This design comes from an exercise in tuning for small area on the open sky130 flow, not from production work. Function was checked by simulation only, so behaviour that the tests miss may differ from the original. The flow treats the clock pin as an ideal source, which a real chip does not have. Power and IR drop assume default switching activity.

$ cat flow/flow/reopt.ys
# Cell functions from the library; flip-flops stay black boxes so that
# they pass through untouched.
read_liberty -ignore_miss_func @LIB@
blackbox sky130_fd_sc_hd__df* sky130_fd_sc_hd__dl* sky130_fd_sc_hd__sdf* sky130_fd_sc_hd__edf* sky130_fd_sc_hd__sedf*
read_verilog @IN@
hierarchy -top @TOP@
flatten
opt -purge
abc -liberty @LIB@ -dont_use *probe* -dont_use *lpflow* -dont_use sky130_fd_sc_hd__inv_1 -dont_use sky130_fd_sc_hd__clkinv_1 -script @ABC@
opt_clean -purge
setundef -zero
hilomap -singleton -hicell sky130_fd_sc_hd__conb_1 HI -locell sky130_fd_sc_hd__conb_1 LO
insbuf -buf sky130_fd_sc_hd__buf_1 A X
splitnets
opt_clean -purge
stat -liberty @LIB@
write_verilog -noattr -nohex -nodec @OUT@
$ cat flow/constraint.sdc
create_clock -name core_clock -period 10.0 [get_ports {clk}]
set_input_delay 2.0000 -clock core_clock [delete_from_list [all_inputs] [get_ports {clk}]]
set_output_delay 2.0000 -clock core_clock [all_outputs]
set_load 0.01 [all_outputs]
$ cat flow/flow/run.sh
#!/bin/bash
# Layout flow: the standard synthesis, then the combinational logic of
# that netlist is re-mapped for area with ABC (the flip-flops are kept as
# the standard synthesis made them: same instances, names and cells), then
# the standard layout from floorplan to finish, with small port buffers.
set -euo pipefail
WORK=$(pwd)
R=$WORK/orfs/results/$FLOW_PLATFORM/pongproject/base
LIB=$FLOW_HOME/platforms/$FLOW_PLATFORM/lib/sky130_fd_sc_hd__tt_025C_1v80.lib
YOSYS=${YOSYS_EXE:-$(command -v yosys || echo $FLOW_HOME/../tools/install/yosys/bin/yosys)}

bash standard.sh synth > $WORK/flow_synth.log 2>&1
cp $R/1_2_yosys.v $WORK/std_synth.v

sed -e "s#@LIB@#$LIB#g" -e "s#@IN@#$WORK/std_synth.v#g" -e "s#@OUT@#$WORK/reopt.v#g" \
    -e "s#@ABC@#$WORK/flow/area.abc#g" -e "s#@TOP@#$FLOW_TOP#g" \
    flow/reopt.ys > $WORK/reopt.ys
$YOSYS -s $WORK/reopt.ys > $WORK/flow_reopt.log 2>&1

cp $WORK/reopt.v $R/1_2_yosys.v
rm -f $R/1_synth.odb $R/1_synth.sdc
# Port buffers of the smallest size (every port still gets its own buffer),
# no dummy clock loads from CTS, small clock buffers with a larger one at
# the root of the tree.
export BUFFER_PORTS_ARGS="-buffer_cell sky130_fd_sc_hd__buf_1"
export CTS_ARGS="-sink_clustering_enable -repair_clock_nets -dont_use_dummy_load -buf_list sky130_fd_sc_hd__clkbuf_4 -sink_clustering_size 9 -sink_clustering_max_diameter 40"
export POST_CTS_TCL=$WORK/flow/post_cts.tcl
bash standard.sh finish > $WORK/flow_finish.log 2>&1
$ cat flow/flow/post_cts.tcl
# After CTS: drive the top of the clock tree with a larger buffer, and
# upsize any clock buffer whose estimated output slew is high, so that
# every flip-flop clock pin gets a sharp edge; then legalise the placement.
if { [llength [get_cells -quiet clkbuf_0_clk]] == 1 } {
  replace_cell clkbuf_0_clk sky130_fd_sc_hd__clkbuf_8
}
estimate_parasitics -placement
foreach c [get_cells -quiet clkbuf_*] {
  set n [get_full_name $c]
  set s [get_property [get_pins $n/X] slew_max]
  puts "clock buffer $n [get_property [get_lib_cells -of_objects $c] name] slew $s"
  if { $s > 0.105 && [get_property [get_lib_cells -of_objects $c] name] ne "sky130_fd_sc_hd__clkbuf_8" } {
    replace_cell $n sky130_fd_sc_hd__clkbuf_8
    puts "  upsized $n"
  }
}
detailed_placement
check_placement -verbose
$ cat flow/standard.sh
#!/bin/bash
# synth_recipe.tcl (not shown) runs the flow's synth.tcl, then flattens the netlist and writes it again
# the make line also repeats each setting of config.mk as NAME=value (left out here)
make -C /OpenROAD-flow-scripts/flow DESIGN_CONFIG=/design/flow/config.mk WORK_HOME=/design/flow/orfs CLKGATE_MAP_FILE= SYNTH_SCRIPT=/design/flow/synth_recipe.tcl "${@:-finish}"
$ cat flow/config.mk
export PLATFORM = sky130hd
export DESIGN_NAME = pongproject
export DESIGN_NICKNAME = pongproject
export VERILOG_FILES = /design/flow/design.v
export SDC_FILE = /design/flow/constraint.sdc
export NUM_CORES = 4
export LEC_CHECK = 0
export CAP_MARGIN = 20
export CORE_MARGIN = 2
export CORE_UTILIZATION = 70
export SLEW_MARGIN = 20
$ cat flow/design.v
module pongproject(clk, reset,
	ready_button,
	right, left,
	ovga_clk, ovga_r, ovga_g, ovga_b,
	ovga_hs, ovga_vs, ovga_sync_n, ovga_blank_n);
	input clk, reset;
	input ready_button;
	input right, left;
	output ovga_clk;
	output [7:0] ovga_r, ovga_g, ovga_b;
	output ovga_hs, ovga_vs;
	output ovga_sync_n;
	output ovga_blank_n;
	function [10:0] add11;       
		input [10:0] a, b;
		input ci;
		reg c;
		integer i;
		begin
			c = ci;
			for (i = 0; i < 11; i = i + 1) begin
				add11[i] = a[i] ^ b[i] ^ c;
				c = (a[i] & b[i]) | (a[i] & c) | (b[i] & c);
			end
		end
	endfunction
	function [9:0] ud9x;         
		input [9:0] x;
		input en;
		reg t;
		integer i;
		begin
			t = en;
			for (i = 0; i < 10; i = i + 1) begin
				ud9x[i] = x[i] ^ t;
				t = t & x[i];
			end
		end
	endfunction
	function [8:0] ud9;          
		input [8:0] x;
		input en, dn;
		reg t;
		integer i;
		begin
			t = en;
			for (i = 0; i < 9; i = i + 1) begin
				ud9[i] = x[i] ^ t;
				t = t & (x[i] ^ dn);
			end
		end
	endfunction
	function ge11;               
		input [10:0] a, b;
		reg c;
		integer i;
		begin
			c = 1'b1;
			for (i = 0; i < 11; i = i + 1)
				c = (a[i] & ~b[i]) | (a[i] & c) | (~b[i] & c);
			ge11 = c;
		end
	endfunction
	reg clk25;
	reg [9:0] pxs, pys;
	wire [9:0] px = pxs ^ 10'd799;
	wire [9:0] py = pys ^ 10'd524;
	wire ce = ~clk25;
	wire hend = px[9] & px[8] & (&px[4:0]);       
	wire vend = py[9] & py[3] & py[2];            
	always @(posedge clk or posedge reset)
		if (reset) clk25 <= 1'b0;
		else clk25 <= ~clk25;
	always @(posedge clk or posedge reset)
		if (reset) begin
			pxs <= 10'd0;
			pys <= 10'd0;
		end else begin
			pxs <= ((ce & hend) ? 10'd0 : ud9x(px, ce)) ^ 10'd799;
			pys <= ((ce & hend & vend) ? 10'd0 : ud9x(py, ce & hend)) ^ 10'd524;
		end
	wire hs = ~(ge11({1'b0, px}, 11'd659) & ~ge11({1'b0, px}, 11'd756));
	wire vs = ~((py == 10'd493) | (py == 10'd494));
	reg [2:0] pm5s;             
	wire [2:0] pm5 = pm5s ^ 3'd4;
	always @(posedge clk or posedge reset)
		if (reset) pm5s <= 3'd0;
		else if (ce & hend) pm5s <= ((pm5 == 3'd4) ? 3'd0 : pm5 + 3'd1) ^ 3'd4;
	wire tick = ce & (
		((pm5 == 3'd0) & (px == 10'd499)) |
		((pm5 == 3'd1) & ((px == 10'd199) | (px == 10'd699))) |
		((pm5 == 3'd2) & (px == 10'd399)) |
		((pm5 == 3'd3) & ((px == 10'd99) | (px == 10'd599))) |
		((pm5 == 3'd4) & ((px == 10'd299) | (px == 10'd799))));
	reg p, q1, q0;
	reg lsig, rsig;
	wire init = q0;             
	wire run  = p & ~q0;        
	wire dead;
	always @(posedge clk or posedge reset)
		if (reset) begin
			p <= 1'b0; q1 <= 1'b0; q0 <= 1'b0;
		end else begin
			p  <= q0 | (p & ~q1);
			q0 <= ~p & (q0 | (~q1 & ready_button));
			q1 <= p & (q1 | dead);
		end
	always @(posedge clk) begin
		lsig <= p & ~q1 & left;
		rsig <= p & ~q1 & ~left & right;
	end
	reg [8:0] bx, by;           
	reg vxd, vyd;
	reg [8:0] plh;              
	reg [9:0] ta;               
	wire [9:0] plx = {plh, 1'b0};
	wire ta_off = ~ge11({1'b0, ta}, 11'd30);
	wire move = tick & run;
	wire pick_pl = tick & vyd;
	wire [9:0] ysel = pick_pl ? plx : ta;
	wire [10:0] db = add11({2'b10, bx}, ~{1'b0, ysel}, 1'b1);
	wire hit_plx = ge11(db, 11'd1015) & ~ge11(db, 11'd1084);               
	wire hit_aix = ~ta_off & ge11(db, 11'd985) & ~ge11(db, 11'd1054);      
	wire far_l = ta_off | ~ge11(db, 11'd984);                              
	wire far_r = ge11(db, 11'd1055);                                       
	wire hit_pl = hit_plx & ge11({2'b0, by}, 11'd439) & ~ge11({2'b0, by}, 11'd460);
	wire hit_ai = hit_aix & ge11({2'b0, by}, 11'd22) & ~ge11({2'b0, by}, 11'd42);
	wire bot = ge11({2'b0, by}, 11'd469);
	wire top = ~ge11({2'b0, by}, 11'd2);
	assign dead = move & (vyd ? bot : top);
	wire ystop = vyd ? (bot | hit_pl) : (top | hit_ai);
	wire xstop = vxd ? ge11({2'b0, bx}, 11'd479) : ~ge11({2'b0, bx}, 11'd2);
	always @(posedge clk)
		if (init) begin
			bx <= 9'd315; by <= 9'd430; vxd <= 1'b1; vyd <= 1'b1;
		end else begin
			vyd <= vyd ^ (move & ystop);
			by <= ud9(by, move & ~ystop, ~vyd);
			vxd <= vxd ^ (move & xstop);
			bx <= ud9(bx, move & ~xstop, ~vxd);
		end
	wire pl_l = tick & lsig & (plh != 9'd0);
	wire pl_r = tick & rsig & (plh != 9'd290);
	wire [10:0] pl_step = pl_l ? 11'h7fb : pl_r ? 11'd5 : 11'd0;
	always @(posedge clk)
		if (init) plh <= 9'd145;
		else plh <= add11({2'b0, plh}, pl_step, 1'b0);
	always @(posedge clk)
		if (init) ta <= 10'd320;
		else if (run & ~tick) begin
			if (far_l) ta <= {1'b0, bx};
			else if (far_r) ta <= add11({2'b0, bx}, 11'd60, 1'b0);
			else if (~ge11({1'b0, ta}, 11'd51)) ta <= 10'd30;
		end
	wire pl_row = ge11({1'b0, py}, 11'd450) & ~ge11({1'b0, py}, 11'd460);
	wire ai_row = ge11({1'b0, py}, 11'd30) & ~ge11({1'b0, py}, 11'd41);
	wire [9:0] xrow = py[8] ? plx : ta;
	wire [10:0] dpx = add11({1'b1, px}, ~{1'b0, xrow}, 1'b1);
	wire in_pl = pl_row & ge11(dpx, 11'd1024) & ~ge11(dpx, 11'd1084) & ~(ce & (px == 10'd639));
	wire in_ai = ai_row & ~ta_off & ge11(dpx, 11'd994) & ~ge11(dpx, 11'd1055);
	wire [10:0] pbx = add11({2'b0, px[8:0]}, ~{2'b0, bx}, 1'b1);
	wire [10:0] pby = add11({2'b0, py[8:0]}, ~{2'b0, by}, 1'b1);
	wire in_bx = ~px[9] & ~py[9] & ~pbx[10] & (pbx[8:4] == 5'd0) & (pbx[3:0] < 4'd10) & ~pby[10] & (pby[8:4] == 5'd0) & (pby[3:0] < 4'd10);
	wire edge_row = (pby[3:0] == 4'd0) | (pby[3:0] == 4'd9);
	wire near_row = (pby[3:0] == 4'd1) | (pby[3:0] == 4'd2) | (pby[3:0] == 4'd7) | (pby[3:0] == 4'd8);
	wire shape = edge_row ? (pbx[3:0] >= 4'd3 && pbx[3:0] < 4'd7) :
	             near_row ? (pbx[3:0] >= 4'd1 && pbx[3:0] < 4'd9) : 1'b1;
	wire in_ball = in_bx & shape;
	reg [1:0] c;
	always @(posedge clk or posedge reset)
		if (reset) c <= 2'b00;
		else if (~p) c <= 2'b00;
		else if (in_pl) c <= 2'b01;
		else if (in_ai) c <= 2'b10;
		else if (in_ball) c <= 2'b11;
		else c <= 2'b00;
	wire b_on = c[1] | c[0];
	assign ovga_r = {{4{c[1]}}, {4{c[1] & c[0]}}};
	assign ovga_g = {{4{c[0]}}, {4{c[0] & ~c[1]}}};
	assign ovga_b = {8{b_on}};
	assign ovga_clk = ce;
	assign ovga_hs = hs;
	assign ovga_vs = vs;
	assign ovga_sync_n = 1'b0;
	assign ovga_blank_n = hs & vs;
endmodule
$ cat flow/flow/area.abc
strash; &get -n; &deepsyn -T 120; &put; &get -n; &nf -R 3000 -a -p; &put; topo; dnsize
==> flow_summary.toml <==
[outcome]
status = "no timing/DRC/antenna violations"

[timing]
tns_ps = 0
worst_pin_slew_ps = 746
holdWs_ps = 510
rsz0062_at_grt = "no"
finalSetupViolations = 0
layout_setup_ws_ps = 3810
finalMaxSlewViolations = 0
slew_headroom_pct = 49.8
finalCriticalPeriod_ps = 6190
finalClockSkew_ps = 31.1
fmax_mhz = 161
hold_viol = 0
min_period_over_period_pct = 61.9

[global_route]
grt_max_degree = 35
grt_overflow = 0
grt_pass1_vias = 4368
antenna_found_initial = 0
grt_use_total_pct = 32.8
grt_pass1_wl_um = 20000

[floorplan]
die_y_um = 87.6
start_util_pct = 72.0
die_width_um = 87.6
core_area_um2 = 6790
io_pins = 34
dieArea_um2 = 7680
std_cell_rows = 30

[route]
wl_per_cell_um = 15.9
vias = 4821
ant_nets = 0
drc_errors = 0
drtIter0Drc = 420
vias_per_cell = 6.33
firstDrtPassIters = 5
totalWireLength_um = 12100

[power_and_ir_drop]
power.leakage_nw = 2.00
power_density_nw_per_um2 = 173
ir_worst_vdd_mv = 0.101

[layout]
fin_cells = 762
area_growth_pct = 5.29
fill_cells = 509
final_common_cell = "nand2_1"
nets = 673
final_cell_mix = "70 x nand2_1, 65 x a21oi_1, 63 x nor2_1"
n_antenna_cell = 0
drive_gt1_share_pct = 4.65

[hold_path]
hold_class = "reg -> reg"
hold_start = "q1"

[setup_path]
cp_num_buf_inv = 0
cp_data_required_time_ps = 10220
cpPeakStageDelay_ps = 530
timing.rr.start = "pxs[7]"
r2r_slack_ps = 3810
crit_end = "by[8]"
critPathArrivalTime_ps = 6410
startpoint = "pxs[7]"
r2r_cells = 26
crit_path_end_kind = "flip-flop"
cp.depth = 26
crit_top_cell = "nand2_1"
critical_path_peak_fanout = 14
crit_type = "reg -> reg"
path_delay_family = "compound AO/OA/AOI/OAI gates"
r2r_end = "by[8]"
cp-start-kind = "flip-flop"
cp_slowest_cell = "dfrtp_1"

[synthesis]
yosysWarnings = 1
syn_nets = 650
syn_area_um2 = 4890
syn_inst = 645
synth.avg_cell_area_um2 = 7.59

[clock_tree]
worst_skew_pair.late_latency_ps = 350
cts_tree = "done"
clkSlewWorstSetupHoldPaths_ps = 100
cts_sinks = 70

[place]
dp.cells = 753
portBuffers = 32
gp_congestion = 0.959
hpwl_um = 8910
pre_cts_slack_ps = 3990

[run]
cap_viol_max_count = 0
## sequential cells by signal, indices dropped and copies added (netlist names)
register	flops
rsig	1
q1	1
p	1
bx	9
by	9
lsig	1
ta	10
vyd	1
plh	9
q0	1
pxs	10
pm5s	3
c	2
pys	10
clk25	1
vxd	1
## layer usage
metal | wire [µm] | up-vias | global-route usage [%]
met5 | 0 | - | 0
met4 | 242 | 0 | 11.0
met3 | 956 | 31 | 8.39
met2 | 5720 | 216 | 54.3
met1 | 5190 | 2213 | 41.8
li1 | - | 2361 | -
## final cells by class
class / instances / area [µm²] / share of cell area [%]
Clock buffer: 9 / 86.3 / 1.68
Inverter: 20 / 75.1 / 1.46
Multi-Input combinational cell: 533 / 3190 / 61.9
Sequential cell: 70 / 1550 / 30.0
Tap cell: 96 / 120 / 2.33
Timing Repair Buffer: 34 / 135 / 2.62
## how the worst min path moves through the flow
stage | to | cells after the start
after floorplan | ta[9] | 2
after global placement | clk25 | 1
after detailed placement | clk25 | 1
after global routing | rsig | 1
final | rsig | 1
## through the flow
| step | total power [W] | utilization (%) | cell area (µm²) |
|---|---|---|---|
| 6_report | 0.000889 | 75.8 | 5150 |
| 5_1_grt | 0.000946 | 75.8 | 5150 |
| 3_5_place_dp | 0.000736 | 74.6 | 5070 |
| 3_3_place_gp | 0.000722 | 74.6 | 5070 |
| 2_1_floorplan | 0.000662 | - | 4890 |
## power by group
group | leakage (nW) | switching (W) | internal [W]
logic | 1.26 | 0.000230 | 0.000173
clock network | 0.0492 | 0.0000898 | 0.0000551
registers | 0.685 | 0.0000373 | 0.000304
total | 2.00 | 0.000357 | 0.000532

## afterwards: timing with drivers on the ports
Ports are ideal in the flow. The routed layout listed here was re-timed in OpenROAD.
Step 1 (the two cells are an assumption about what drives the block):
set clk [get_ports {clk}]
set_driving_cell -lib_cell sky130_fd_sc_hd__clkbuf_16 $clk
set_driving_cell -lib_cell sky130_fd_sc_hd__buf_2 [delete_from_list [all_inputs] $clk]
Step 2 also shifts input and output timing later by t, the mid clock arrival at the registers, as if the neighbouring blocks saw the same clock.
Slacks: no drivers / after step 1 / after step 2; pairs: no drivers / after step 1.
shift t [ns]: 0.368
slack for setup (ns): 3.806 / 3.806 / 3.806
worst setup path at the end: register to register
After both steps setup and hold are still met in this run. For this run, drivers alone change the setup slack by 0.000 ns; drivers and shift together by 0.000 ns.
